This is an optimization exercise on Yosys and OpenROAD, whose aim is small area and a short achievable clock period, not a production implementation. In this exercise RTL edits were held to simulation tests only and were not proved equivalent to the original. Power and IR drop assume default switching activity.

Design cinema_system, start of the top module:
module cinema_system(
    input clk,
    input reset,
    input [1:0] theater_id,     
    input [3:0] row,
    input [3:0] col,
    input book_seat,
    input cancel_seat,
    input [1:0] seat_category,  
    input [1:0] time_slot,      
    input [2:0] day_type,       
    output [7:0] seat_status_out,
    output [7:0] total_booked,
    output [7:0] total_available,
    output [15:0] revenue,
    output [15:0] total_revenue
);
Size: roughly 1600 cells after synthesis, roughly 410 flip-flops, roughly 77 I/O pins.
export LEC_CHECK = 0
export CAP_MARGIN = 20
export CORE_MARGIN = 2
export CORE_UTILIZATION = 65
export SLEW_MARGIN = 20
export SYNTH_HIERARCHICAL = 1
create_clock -name core_clock -period 32.0 [get_ports {clk}]
standard.sh (not shown) runs the stock make flow with config.mk's settings and CLKGATE_MAP_FILE= SYNTH_SCRIPT=/design/flow/synth_recipe.tcl, a recipe that flattens the netlist after the stock synthesis.
==> flow/flow/run.sh <==
#!/bin/bash
# Standard ORFS layout (the standard.sh, so the standard synthesis,
# floorplan, power grid and tap cells are unchanged), with extra make
# variables from flow/knobs.txt, one VAR=value per line:
#  - REMOVE_ABC_BUFFERS=1: drop the buffers ABC inserts (resizer rebuffers),
#  - BUFFER_PORTS_ARGS: small port buffers,
#  - SETUP_SLACK_MARGIN / TNS_END_PERCENT: timing repair asked to reach a
#    setup slack margin, which pushes the achieved period down (the SDC and
#    the clock period are unchanged),
#  - CTS_ARGS: clock tree with large clusters and no dummy loads.
# make's output goes to make_finish.log; ORFS keeps each step's log under
# orfs/logs.
set -euo pipefail
args=()
while IFS= read -r line; do
  [[ -z "$line" || "$line" == \#* ]] && continue
  args+=("$line")
done < flow/knobs.txt
bash standard.sh "${args[@]}" finish > make_finish.log 2>&1
==> flow/flow/knobs.txt <==
REMOVE_ABC_BUFFERS=1
BUFFER_PORTS_ARGS=-buffer_cell sky130_fd_sc_hd__buf_1
SETUP_SLACK_MARGIN=23.3
TNS_END_PERCENT=5
CTS_ARGS=-sink_clustering_enable -repair_clock_nets -sink_clustering_size 24 -sink_clustering_max_diameter 80 -buf_list sky130_fd_sc_hd__clkbuf_16 -dont_use_dummy_load
Edit:
- CORE_UTILIZATION: 65 -> 70
Worst setup slack gets worse by 0.012 ns.
Routed wire length is higher by 1.5%.
Utilization is higher by 5.1 points.
Maximum frequency is about the same.
Flip-flop and latch count does not change.
Final cell count is lower by 0.52%.
First-iteration DRC count is higher by 18%.
Global-route usage is higher by 2.2 points.
Design area is about the same.
Sequential share of layout area hardly moves.
Edit:
==> flow/flow/knobs.txt (replaced) <==
REMOVE_ABC_BUFFERS=1
BUFFER_PORTS_ARGS=-buffer_cell sky130_fd_sc_hd__buf_1
SETUP_SLACK_MARGIN=23
TNS_END_PERCENT=100
CTS_ARGS=-sink_clustering_enable -repair_clock_nets -sink_clustering_size 24 -sink_clustering_max_diameter 80 -buf_list sky130_fd_sc_hd__clkbuf_16 -dont_use_dummy_load
- CORE_UTILIZATION: 70 -> 65
=> Hold slack is about the same; core utilization decreases by 3.0 points; total power increases by 0.84%; area after synthesis does not change; count of clock-buffer cells in the layout is unchanged; routed wire length hardly moves; clock skew decreases by 0.012 ns; design area increases by 3.1%; sequential cell count is unchanged; combinational power increases by about 11%.
Edit:
==> flow/flow/knobs.txt (replaced) <==
REMOVE_ABC_BUFFERS=1
BUFFER_PORTS_ARGS=-buffer_cell sky130_fd_sc_hd__buf_1
SETUP_SLACK_MARGIN=23
TNS_END_PERCENT=5
CTS_ARGS=-sink_clustering_enable -repair_clock_nets -sink_clustering_size 24 -sink_clustering_max_diameter 80 -buf_list sky130_fd_sc_hd__clkbuf_16 -dont_use_dummy_load
Outcome:
- The changed run completed with no timing, DRC or antenna violations
- setup slack gets better by 0.053 ns
- cell area goes down by about 4%
- synthesized cell count does not change
- combinational power goes down by about 10%
- global-route usage goes down by 0.52 points
- die area does not change
- clock-buffer cell count does not change
Edit:
==> flow/flow/knobs.txt (replaced) <==
REMOVE_ABC_BUFFERS=1
BUFFER_PORTS_ARGS=-buffer_cell sky130_fd_sc_hd__buf_1
SETUP_SLACK_MARGIN=22.9
TNS_END_PERCENT=0
CTS_ARGS=-sink_clustering_enable -repair_clock_nets -sink_clustering_size 24 -sink_clustering_max_diameter 80 -buf_list sky130_fd_sc_hd__clkbuf_16 -dont_use_dummy_load
- CORE_UTILIZATION: 65 -> 70
=> Cell count fell by about 1.2%. Synthesized cell count does not change. Wire length is higher by about 0.8%. Total power is about the same. Global-route usage rises by 2.6 points.


old:
cinema_system, a different RTL version from the one above (not shown whole).
For scale: ~1600 cells after synthesis, roughly 410 flip-flops, about 77 I/O pins, ~0.018 sq mm of cells after synthesis.
Settings: LEC_CHECK=0, CAP_MARGIN=20, CORE_MARGIN=2, CORE_UTILIZATION=60, CTS_BUF_LIST=sky130_fd_sc_hd__clkbuf_4 sky130_fd_sc_hd__clkbuf_8, SLEW_MARGIN=20, SYNTH_HIERARCHICAL=1; clock period 32.0 ns.
==> flow/flow/run.sh <==
#!/bin/bash
# Standard ORFS layout (the standard.sh, standard synthesis) with:
#  - the buffers ABC inserts removed at floorplan (REMOVE_ABC_BUFFERS),
#  - small port buffers,
#  - timing repair asked to reach a setup slack margin, so that the achieved
#    period is pushed down (the SDC and clock period are unchanged).
set -euo pipefail
MARGIN=$(cat flow/margin.txt)
bash standard.sh REMOVE_ABC_BUFFERS=1 SETUP_SLACK_MARGIN=$MARGIN \
  "BUFFER_PORTS_ARGS=-buffer_cell $(cat flow/portbuf.txt)" finish > make_finish.log 2>&1
==> flow/flow/margin.txt <==
23
==> flow/flow/portbuf.txt <==
sky130_fd_sc_hd__buf_2
What new does differently from old at the input level:
==> flow/flow/margin.txt <==
25
- new: flow completed, timing, DRC and antenna clean
- Comparing new with old, the share of the clock period used by the worst path after layout came out essentially unchanged.
- For filler cell count in the final layout, dividing the value from new by the value from old gives 0.903.
- As far as worst hold slack is concerned, new and old perform about the same.
- Summary of new over old: logic depth of the worst setup path including buffers higher; quantity of gates resized following cts higher; power density over the cells lower; total power higher; share of power burned in the clock network lower.
- Going from old to new, wire length climbed 11%, vias after detailed routing went up by 739, final non-filler cell area now sits higher.

[re-timing with driven ports]
Ports are ideal in the flow. The routed layouts listed here were re-timed in OpenROAD. Step 1, drivers: a clkbuf_16 drives clk and a buf_2 each remaining input, both assumed. Step 2 adds t to the input delays and takes it off the output delays; t is the mean of the earliest and latest rising clock arrival at the registers after step 1. Input paths then give back, and output paths get back, about the clock's delay inside the block. Slacks: no drivers / after step 1 / after step 2; pairs: no drivers / after step 1.
run	t, ns	setup slack, ns	hold slack, ns
the first run of note 1	0.574	22.793 / 22.738 / 22.240	0.470 / 0.470 / 0.470
the second run of note 1	0.587	22.781 / 22.727 / 22.307	0.472 / 0.472 / 0.472
the third run of note 1	0.574	22.716 / 22.662 / 22.451	0.473 / 0.473 / 0.473
the fourth run of note 1	0.577	22.769 / 22.738 / 22.225	0.470 / 0.470 / 0.470
the fifth run of note 1	0.585	22.753 / 22.700 / 22.232	0.471 / 0.471 / 0.471
old	0.629	22.302 / 22.250 / 22.621	0.460 / 0.460 / 0.460
new	0.631	22.324 / 22.274 / 22.887	0.460 / 0.460 / 0.460
After both steps setup and hold are still met in every run listed. For the first run of note 1, which loses most, drivers alone change the setup slack by -0.055 ns; drivers and shift together by -0.553 ns.
